This design comes from an exercise in tuning for small area and a short achievable clock period on the open sky130 flow, not from production work. RTL that was checked went through simulation tests only; none was proved equivalent to the original. No activity file was given, so power comes from the tool's default toggle rates.

==> job 3188: inputs <==
==> flow/design.v <==
module sahinatilkan
(
input  logic        clk, reset,
input  logic [31:0] komut,
output logic [31:0] pc,
output logic        hata
);
logic [6:0] op;
logic [4:0] rd, rs1, rs2;
logic [2:0] f3;
logic [3:0] f;
assign op  = komut[6:0];
assign rd  = komut[11:7];
assign f3  = komut[14:12];
assign rs1 = komut[19:15];
assign rs2 = komut[24:20];
assign f   = {komut[30], f3};
logic isR, isI, isU, isB;
assign isR = (op == 7'b0000001);
assign isI = (op == 7'b0000011);
assign isU = (op == 7'b0000111);
assign isB = (op == 7'b0001111);
logic r_add, r_sub, r_and, r_or, r_xor, r_sll, r_srl, r_sra, r_ok;
assign r_add = isR & (f == 4'd0);
assign r_sub = isR & (f == 4'd8);
assign r_and = isR & (f == 4'd7);
assign r_or  = isR & (f == 4'd6);
assign r_xor = isR & (f == 4'd4);
assign r_sll = isR & (f == 4'd1);
assign r_srl = isR & (f == 4'd5);
assign r_sra = isR & (f == 4'd13);
assign r_ok  = r_add | r_sub | r_and | r_or | r_xor | r_sll | r_srl | r_sra;
logic i_add, i_and, i_or, i_xor, i_sll, i_srl, i_ok;
assign i_add = isI & (f3 == 3'd0);
assign i_and = isI & (f3 == 3'd7);
assign i_or  = isI & (f3 == 3'd6);
assign i_xor = isI & (f3 == 3'd4);
assign i_sll = isI & (f3 == 3'd1);
assign i_srl = isI & (f3 == 3'd5);
assign i_ok  = i_add | i_and | i_or | i_xor | i_sll | i_srl;
assign hata = ~(r_ok | i_ok | isU | (isB & (f3 != 3'd2)));
logic s_add, s_xor, s_and, s_or, s_land, s_lor, s_sl, s_sr, s_u, sub, left, arith;
assign s_add  = reset & (r_add | r_sub | i_add);
assign s_xor  = reset & (r_xor | i_xor);
assign s_and  = reset & i_and;
assign s_or   = reset & i_or;
assign s_land = reset & r_and;
assign s_lor  = reset & r_or;
assign s_sl   = reset & (r_sll | i_sll);
assign s_sr   = reset & (r_srl | r_sra | i_srl);
assign s_u    = reset & isU;
assign sub    = r_sub | isB;
assign left   = r_sll | i_sll;
assign arith  = r_sra;
logic wr;
assign wr = r_ok | i_ok | isU;
logic [31:0] x [0:9];
logic [31:0] res;
logic [31:0] a, b;
always_comb begin
    a = 32'b0;
    b = isI ? {20'b0, komut[31:20]} : 32'b0;
    for (int k = 0; k < 10; k++) begin
        if (rs1 == k) a = a | x[k];
        if (!isI && rs2 == k) b = b | x[k];
    end
end
genvar g;
generate
for (g = 0; g < 10; g++) begin : rf
    always_ff @(posedge clk)
        if (!reset || (wr && rd == g))
            x[g] <= res;
end
endgenerate
logic [32:0] sum;
logic [31:0] bop;
assign bop = b ^ {32{sub}};
assign sum = {1'b0, a} + {1'b0, bop} + {32'b0, sub};
logic [31:0] ax;
assign ax = a ^ b;
logic eq, ult, slt;
assign eq  = (ax == 32'b0);
assign ult = ~sum[32];
assign slt = (a[31] ^ b[31]) ? a[31] : ~sum[32];
logic anz, bnz;
assign anz = |a;
assign bnz = |b;
logic [31:0] src, shr, rsh;
logic        fill, over;
always_comb
    for (int i = 0; i < 32; i++) src[i] = left ? a[31 - i] : a[i];
assign fill = arith & a[31];
assign over = |b[31:5];
assign shr  = over ? {32{fill}} : 32'($signed({fill, src}) >>> b[4:0]);
always_comb
    for (int i = 0; i < 32; i++) rsh[i] = shr[31 - i];
assign res = ({32{s_add}} & sum[31:0])
           | ({32{s_xor}} & ax)
           | ({32{s_and}} & (a & b))
           | ({32{s_or}}  & (a | b))
           | {31'b0, s_land & anz & bnz}
           | {31'b0, s_lor & (anz | bnz)}
           | ({32{s_sl}}  & rsh)
           | ({32{s_sr}}  & shr)
           | ({32{s_u}}   & {12'b0, komut[31:12]});
logic taken;
always_comb
    case (f3)
        3'd0: taken = eq;
        3'd1: taken = ~eq;
        3'd3: taken = 1'b1;
        3'd4: taken = slt;
        3'd5: taken = ~slt;
        3'd6: taken = ult;
        3'd7: taken = ~ult;
        default: taken = 1'b0;
    endcase
logic [31:1] pcr;
always_ff @(posedge clk)
    if (!reset)
        pcr <= 31'b0;
    else if (isB && taken)
        pcr <= {19'b0, komut[31:25], komut[11:8], komut[7]};
    else
        pcr <= {pcr[31:2] + 30'd1, pcr[1]};
assign pc = {pcr, 1'b0};
endmodule
==> flow/run.sh <==
#!/bin/bash
# synth_recipe.tcl (not shown) runs the flow's synth.tcl, then flattens the netlist and writes it again
# the make line also repeats each setting of config.mk as NAME=value (left out here)
make -C /OpenROAD-flow-scripts/flow DESIGN_CONFIG=/design/flow/config.mk WORK_HOME=/design/flow/orfs CLKGATE_MAP_FILE= SYNTH_SCRIPT=/design/flow/synth_recipe.tcl finish
==> flow/config.mk <==
export PLATFORM = sky130hd
export DESIGN_NAME = sahinatilkan
export DESIGN_NICKNAME = sahinatilkan
export VERILOG_FILES = /design/flow/design.v
export SDC_FILE = /design/flow/constraint.sdc
export NUM_CORES = 4
export LEC_CHECK = 0
export CAP_MARGIN = 20
export CORE_MARGIN = 2
export CORE_UTILIZATION = 40
export SETUP_SLACK_MARGIN = 0.2
export SLEW_MARGIN = 20
==> flow/constraint.sdc <==
create_clock -name core_clock -period 12.0 [get_ports {clk}]
set_input_delay 2.4000 -clock core_clock [delete_from_list [all_inputs] [get_ports {clk}]]
set_output_delay 2.4000 -clock core_clock [all_outputs]
set_load 0.01 [all_outputs]
==> inputs of job 2900, as changes to job 3188 <==
--- a/flow/design.v
+++ b/flow/design.v
@@ -40,17 +40,19 @@
 assign i_ok  = i_add | i_and | i_or | i_xor | i_sll | i_srl;
 assign hata = ~(r_ok | i_ok | isU | (isB & (f3 != 3'd2)));
-logic s_add, s_xor, s_and, s_or, s_land, s_lor, s_sl, s_sr, s_u, sub, left, arith;
-assign s_add  = reset & (r_add | r_sub | i_add);
-assign s_xor  = reset & (r_xor | i_xor);
-assign s_and  = reset & i_and;
-assign s_or   = reset & i_or;
-assign s_land = reset & r_and;
-assign s_lor  = reset & r_or;
-assign s_sl   = reset & (r_sll | i_sll);
-assign s_sr   = reset & (r_srl | r_sra | i_srl);
-assign s_u    = reset & isU;
-assign sub    = r_sub | isB;
-assign left   = r_sll | i_sll;
-assign arith  = r_sra;
+logic s_add, s_xor, s_and, s_or, s_land, s_lor, s_sl, s_sr, s_u, nu, sub, left, arith, useimm;
+assign nu     = reset & ~op[2];
+assign s_u    = reset & op[2];
+assign s_add  = nu & (f3 == 3'd0);
+assign s_xor  = nu & (f3 == 3'd4);
+assign s_and  = nu & op[1] & (f3 == 3'd7);
+assign s_or   = nu & op[1] & (f3 == 3'd6);
+assign s_land = nu & ~op[1] & (f3 == 3'd7);
+assign s_lor  = nu & ~op[1] & (f3 == 3'd6);
+assign s_sl   = nu & (f3 == 3'd1);
+assign s_sr   = nu & (f3 == 3'd5);
+assign sub    = op[3] | (~op[1] & komut[30]);
+assign left   = (f3 == 3'd1);
+assign arith  = ~op[1] & komut[30];
+assign useimm = op[1] & ~op[2];
 logic wr;
 assign wr = r_ok | i_ok | isU;
@@ -60,8 +62,8 @@
 always_comb begin
     a = 32'b0;
-    b = isI ? {20'b0, komut[31:20]} : 32'b0;
+    b = useimm ? {20'b0, komut[31:20]} : 32'b0;
     for (int k = 0; k < 10; k++) begin
         if (rs1 == k) a = a | x[k];
-        if (!isI && rs2 == k) b = b | x[k];
+        if (!useimm && rs2 == k) b = b | x[k];
     end
 end
@@ -75,7 +77,26 @@
 endgenerate
 logic [32:0] sum;
-logic [31:0] bop;
+logic [31:0] bop, gg, pp;
+logic [31:0] G [0:5];
+logic [31:0] P [0:5];
 assign bop = b ^ {32{sub}};
-assign sum = {1'b0, a} + {1'b0, bop} + {32'b0, sub};
+assign gg  = a & bop;
+assign pp  = a | bop;
+always_comb begin
+    G[0] = gg;
+    P[0] = pp;
+    G[0][0] = gg[0] | (pp[0] & sub);
+    for (int l = 0; l < 5; l++)
+        for (int i = 0; i < 32; i++)
+            if ((i >> l) % 2 == 1) begin
+                G[l+1][i] = G[l][i] | (P[l][i] & G[l][((i >> l) << l) - 1]);
+                P[l+1][i] = P[l][i] & P[l][((i >> l) << l) - 1];
+            end else begin
+                G[l+1][i] = G[l][i];
+                P[l+1][i] = P[l][i];
+            end
+end
+assign sum[32]   = G[5][31];
+assign sum[31:0] = (a ^ b) ^ ({G[5][30:0], sub} ^ {32{sub}});
 logic [31:0] ax;
 assign ax = a ^ b;
@@ -98,6 +119,6 @@
 assign res = ({32{s_add}} & sum[31:0])
            | ({32{s_xor}} & ax)
-           | ({32{s_and}} & (a & b))
-           | ({32{s_or}}  & (a | b))
+           | ({32{s_and}} & gg)
+           | ({32{s_or}}  & pp)
            | {31'b0, s_land & anz & bnz}
            | {31'b0, s_lor & (anz | bnz)}
@@ -118,4 +139,18 @@
     endcase
 logic [31:1] pcr;
+logic [29:0] pcinc, ones;
+logic [7:0]  grp;
+always_comb begin
+    for (int k = 0; k < 8; k++) begin
+        grp[k] = 1'b1;
+        for (int j = 4 * k; j < 4 * k + 4 && j < 30; j++) grp[k] = grp[k] & pcr[j + 2];
+    end
+    for (int i = 0; i < 30; i++) begin
+        ones[i] = 1'b1;
+        for (int k = 0; k < i / 4; k++) ones[i] = ones[i] & grp[k];
+        for (int j = 4 * (i / 4); j < i; j++) ones[i] = ones[i] & pcr[j + 2];
+        pcinc[i] = pcr[i + 2] ^ ones[i];
+    end
+end
 always_ff @(posedge clk)
     if (!reset)
@@ -124,5 +159,5 @@
         pcr <= {19'b0, komut[31:25], komut[11:8], komut[7]};
     else
-        pcr <= {pcr[31:2] + 30'd1, pcr[1]};
+        pcr <= {pcinc, pcr[1]};
 assign pc = {pcr, 1'b0};
 endmodule
==> flow/flow/run.sh (new file) <==
#!/bin/bash
# ORFS layout of this design: the standard flow's synthesis script with Yosys's abc call
# given flow/abc.script instead of ORFS's speed script, then the standard ORFS
# steps with the make variables listed in flow/settings.txt (one VAR=VALUE per
# line). Each tool's output goes to the ORFS logs and to make_*.log here.
set -euo pipefail
W=$PWD
# synthesis script: synth_recipe.tcl with abc's -script argument replaced
{
  echo 'proc abc {args} {'
  echo '  set i [lsearch -exact $args -script]'
  echo "  if {\$i >= 0} { lset args [expr {\$i + 1}] {$W/flow/abc.script} }"
  echo '  yosys abc {*}$args'
  echo '}'
  cat "$W/synth_recipe.tcl"
} > "$W/my_synth.tcl"
mapfile -t SETTINGS < <(grep -v '^\s*#' flow/settings.txt | grep '=')
make -C "$FLOW_HOME" DESIGN_CONFIG="$W/config.mk" WORK_HOME="$W/orfs" CLKGATE_MAP_FILE= \
  SYNTH_SCRIPT="$W/my_synth.tcl" "${SETTINGS[@]}" finish > "$W/make_finish.log" 2>&1
: # left out here: write the final layout as DEF
==> flow/flow/abc.script (new file) <==
&get -n
&st
&dch
&nf -p -R 10
&put
buffer -c
topo
stime -c
upsize -c
dnsize -c
==> flow/flow/settings.txt (new file) <==
CAP_MARGIN=20
CORE_MARGIN=2
CORE_UTILIZATION=55
SLEW_MARGIN=20
SETUP_SLACK_MARGIN=5.5
CTS_CLUSTER_SIZE=30
CTS_CLUSTER_DIAMETER=60
==> flow/standard.sh (new file) <==
#!/bin/bash
# synth_recipe.tcl (not shown) runs the flow's synth.tcl, then flattens the netlist and writes it again
# the make line also repeats each setting of config.mk as NAME=value (left out here)
make -C /OpenROAD-flow-scripts/flow DESIGN_CONFIG=/design/flow/config.mk WORK_HOME=/design/flow/orfs CLKGATE_MAP_FILE= SYNTH_SCRIPT=/design/flow/synth_recipe.tcl "${@:-finish}"
removed: flow/run.sh
==> inputs of job 188, as changes to job 3188 <==
--- a/flow/design.v
+++ b/flow/design.v
@@ -40,17 +40,19 @@
 assign i_ok  = i_add | i_and | i_or | i_xor | i_sll | i_srl;
 assign hata = ~(r_ok | i_ok | isU | (isB & (f3 != 3'd2)));
-logic s_add, s_xor, s_and, s_or, s_land, s_lor, s_sl, s_sr, s_u, sub, left, arith;
-assign s_add  = reset & (r_add | r_sub | i_add);
-assign s_xor  = reset & (r_xor | i_xor);
-assign s_and  = reset & i_and;
-assign s_or   = reset & i_or;
-assign s_land = reset & r_and;
-assign s_lor  = reset & r_or;
-assign s_sl   = reset & (r_sll | i_sll);
-assign s_sr   = reset & (r_srl | r_sra | i_srl);
-assign s_u    = reset & isU;
-assign sub    = r_sub | isB;
-assign left   = r_sll | i_sll;
-assign arith  = r_sra;
+logic s_add, s_xor, s_and, s_or, s_land, s_lor, s_sl, s_sr, s_u, nu, sub, left, arith, useimm;
+assign nu     = reset & ~op[2];
+assign s_u    = reset & op[2];
+assign s_add  = nu & (f3 == 3'd0);
+assign s_xor  = nu & (f3 == 3'd4);
+assign s_and  = nu & op[1] & (f3 == 3'd7);
+assign s_or   = nu & op[1] & (f3 == 3'd6);
+assign s_land = nu & ~op[1] & (f3 == 3'd7);
+assign s_lor  = nu & ~op[1] & (f3 == 3'd6);
+assign s_sl   = nu & (f3 == 3'd1);
+assign s_sr   = nu & (f3 == 3'd5);
+assign sub    = op[3] | (~op[1] & komut[30]);
+assign left   = (f3 == 3'd1);
+assign arith  = ~op[1] & komut[30];
+assign useimm = op[1] & ~op[2];
 logic wr;
 assign wr = r_ok | i_ok | isU;
@@ -60,8 +62,8 @@
 always_comb begin
     a = 32'b0;
-    b = isI ? {20'b0, komut[31:20]} : 32'b0;
+    b = useimm ? {20'b0, komut[31:20]} : 32'b0;
     for (int k = 0; k < 10; k++) begin
         if (rs1 == k) a = a | x[k];
-        if (!isI && rs2 == k) b = b | x[k];
+        if (!useimm && rs2 == k) b = b | x[k];
     end
 end
@@ -75,7 +77,26 @@
 endgenerate
 logic [32:0] sum;
-logic [31:0] bop;
+logic [31:0] bop, gg, pp;
+logic [31:0] G [0:5];
+logic [31:0] P [0:5];
 assign bop = b ^ {32{sub}};
-assign sum = {1'b0, a} + {1'b0, bop} + {32'b0, sub};
+assign gg  = a & bop;
+assign pp  = a | bop;
+always_comb begin
+    G[0] = gg;
+    P[0] = pp;
+    G[0][0] = gg[0] | (pp[0] & sub);
+    for (int l = 0; l < 5; l++)
+        for (int i = 0; i < 32; i++)
+            if ((i >> l) % 2 == 1) begin
+                G[l+1][i] = G[l][i] | (P[l][i] & G[l][((i >> l) << l) - 1]);
+                P[l+1][i] = P[l][i] & P[l][((i >> l) << l) - 1];
+            end else begin
+                G[l+1][i] = G[l][i];
+                P[l+1][i] = P[l][i];
+            end
+end
+assign sum[32]   = G[5][31];
+assign sum[31:0] = (a ^ b) ^ ({G[5][30:0], sub} ^ {32{sub}});
 logic [31:0] ax;
 assign ax = a ^ b;
@@ -98,6 +119,6 @@
 assign res = ({32{s_add}} & sum[31:0])
            | ({32{s_xor}} & ax)
-           | ({32{s_and}} & (a & b))
-           | ({32{s_or}}  & (a | b))
+           | ({32{s_and}} & gg)
+           | ({32{s_or}}  & pp)
            | {31'b0, s_land & anz & bnz}
            | {31'b0, s_lor & (anz | bnz)}
@@ -118,4 +139,18 @@
     endcase
 logic [31:1] pcr;
+logic [29:0] pcinc, ones;
+logic [7:0]  grp;
+always_comb begin
+    for (int k = 0; k < 8; k++) begin
+        grp[k] = 1'b1;
+        for (int j = 4 * k; j < 4 * k + 4 && j < 30; j++) grp[k] = grp[k] & pcr[j + 2];
+    end
+    for (int i = 0; i < 30; i++) begin
+        ones[i] = 1'b1;
+        for (int k = 0; k < i / 4; k++) ones[i] = ones[i] & grp[k];
+        for (int j = 4 * (i / 4); j < i; j++) ones[i] = ones[i] & pcr[j + 2];
+        pcinc[i] = pcr[i + 2] ^ ones[i];
+    end
+end
 always_ff @(posedge clk)
     if (!reset)
@@ -124,5 +159,5 @@
         pcr <= {19'b0, komut[31:25], komut[11:8], komut[7]};
     else
-        pcr <= {pcr[31:2] + 30'd1, pcr[1]};
+        pcr <= {pcinc, pcr[1]};
 assign pc = {pcr, 1'b0};
 endmodule
==> flow/flow/run.sh (new file) <==
#!/bin/bash
# ORFS layout of this design: the standard flow's synthesis script with Yosys's abc call
# given flow/abc.script instead of ORFS's speed script, then the standard ORFS
# steps with the make variables listed in flow/settings.txt (one VAR=VALUE per
# line). Each tool's output goes to the ORFS logs and to make_*.log here.
set -euo pipefail
W=$PWD
# synthesis script: synth_recipe.tcl with abc's -script argument replaced
{
  echo 'proc abc {args} {'
  echo '  set i [lsearch -exact $args -script]'
  echo "  if {\$i >= 0} { lset args [expr {\$i + 1}] {$W/flow/abc.script} }"
  echo '  yosys abc {*}$args'
  echo '}'
  cat "$W/synth_recipe.tcl"
} > "$W/my_synth.tcl"
mapfile -t SETTINGS < <(grep -v '^\s*#' flow/settings.txt | grep '=')
make -C "$FLOW_HOME" DESIGN_CONFIG="$W/config.mk" WORK_HOME="$W/orfs" CLKGATE_MAP_FILE= \
  SYNTH_SCRIPT="$W/my_synth.tcl" "${SETTINGS[@]}" finish > "$W/make_finish.log" 2>&1
: # left out here: write the final layout as DEF
==> flow/flow/abc.script (new file) <==
&get -n
&st
&dch
&nf -p -R 10
&put
buffer -c
topo
stime -c
upsize -c
dnsize -c
==> flow/flow/settings.txt (new file) <==
CAP_MARGIN=20
CORE_MARGIN=2
CORE_UTILIZATION=55
SLEW_MARGIN=20
SETUP_SLACK_MARGIN=5.75
CTS_CLUSTER_SIZE=30
CTS_CLUSTER_DIAMETER=60
BUFFER_PORTS_ARGS=-buffer_cell sky130_fd_sc_hd__buf_4
==> flow/standard.sh (new file) <==
#!/bin/bash
# synth_recipe.tcl (not shown) runs the flow's synth.tcl, then flattens the netlist and writes it again
# the make line also repeats each setting of config.mk as NAME=value (left out here)
make -C /OpenROAD-flow-scripts/flow DESIGN_CONFIG=/design/flow/config.mk WORK_HOME=/design/flow/orfs CLKGATE_MAP_FILE= SYNTH_SCRIPT=/design/flow/synth_recipe.tcl "${@:-finish}"
removed: flow/run.sh
==> inputs of job 6847, as changes to job 3188 <==
SETUP_SLACK_MARGIN = 5   (was 0.2)
==> key figures <==
Worst setup path
  – Slowest CP cell: nor2_2

Placement
  – Dpl ws: 2.18 ns

Status
  – Status: complete, no violations

Clock tree
  – Worst-path clk slew: 0.06 ns

Power
  – Combinational logic power: 0.500 mW
The numbers above come from job 3188.

==> key figures <==
Power
  – Combinational logic power: 0.706 mW

Status
  – Status: complete, no violations

Clock tree
  – Worst-path clk slew: 0.08 ns

Worst setup path
  – Slowest CP cell: a21boi_1

Route
  – Wl on met1: 31300 um

Placement
  – Dpl ws: 2.55 ns
The numbers above come from job 2900.

==> key figures <==
Clock tree
  – Post-cts sizing count: 211
  – Worst-path clk slew: 0.06 ns

Worst setup path
  – Startpoint Class: primary input
  – Critical path arrival: 7.29 ns
  – Slowest CP cell: a22oi_1
  – Critical path type: primary input to register

Power
  – Combinational logic power: 0.593 mW

Status
  – Status: complete, no violations
The numbers above come from job 6847.

==> key figures <==
Synth
  – Compound-Gate Fraction of Synth Area: 20.3%

Timing
  – Max-slew violations: 18

Hold path
  – Hold Crit Class: register to register

Status
  – Failed Checks: max-capacitance violations, max-slew violations
  – Status: complete, but fails checks

Worst setup path
  – Slowest CP cell: nor4_2

Flow run
  – Max cap viols: 1
The numbers above come from job 188.

Function not checked in job 3188 and job 6847: the RTL went through the layout flow alone.

## afterwards: timing with drivers on the ports
No port has a modelled driver above. Below, the same layouts with a new extraction and two added sets of constraints. Step 1 sets driving cells, clkbuf_16 on the clock port and buf_2 on the other inputs (assumed; they add their load-dependent delay and slew). Step 2 moves the port delays by t, midway between the first and last clock arrival at a register: inputs arrive t later, outputs are due t later. That takes back most of the time a late clock gives input paths. a / b / c = ideal ports / drivers / drivers and shift; a / b = the first two.
| run | t, ns | setup WS [ns] | hold WS [ns] | worst setup path after step 2 | worst register clock-pin slew, ns |
|---|---|---|---|---|---|
| job 3188 | 0.619 | 2.477 / 2.512 / 1.894 | 0.478 / 0.478 / 0.478 | input to register | 0.06 / 0.06 |
| job 2900 | 0.669 | 5.385 / 5.423 / 4.754 | 0.527 / 0.527 / 0.527 | input to register | 0.09 / 0.09 |
| job 188 | 0.623 | 5.512 / 5.540 / 4.918 | 0.515 / 0.515 / 0.515 | input to register | 0.10 / 0.10 |
| job 6847 | 0.638 | 4.930 / 4.964 / 4.326 | 0.487 / 0.487 / 0.487 | input to register | 0.08 / 0.08 |
For job 2900, which loses most, drivers alone change the setup slack by +0.038 ns; drivers and shift together by -0.631 ns.
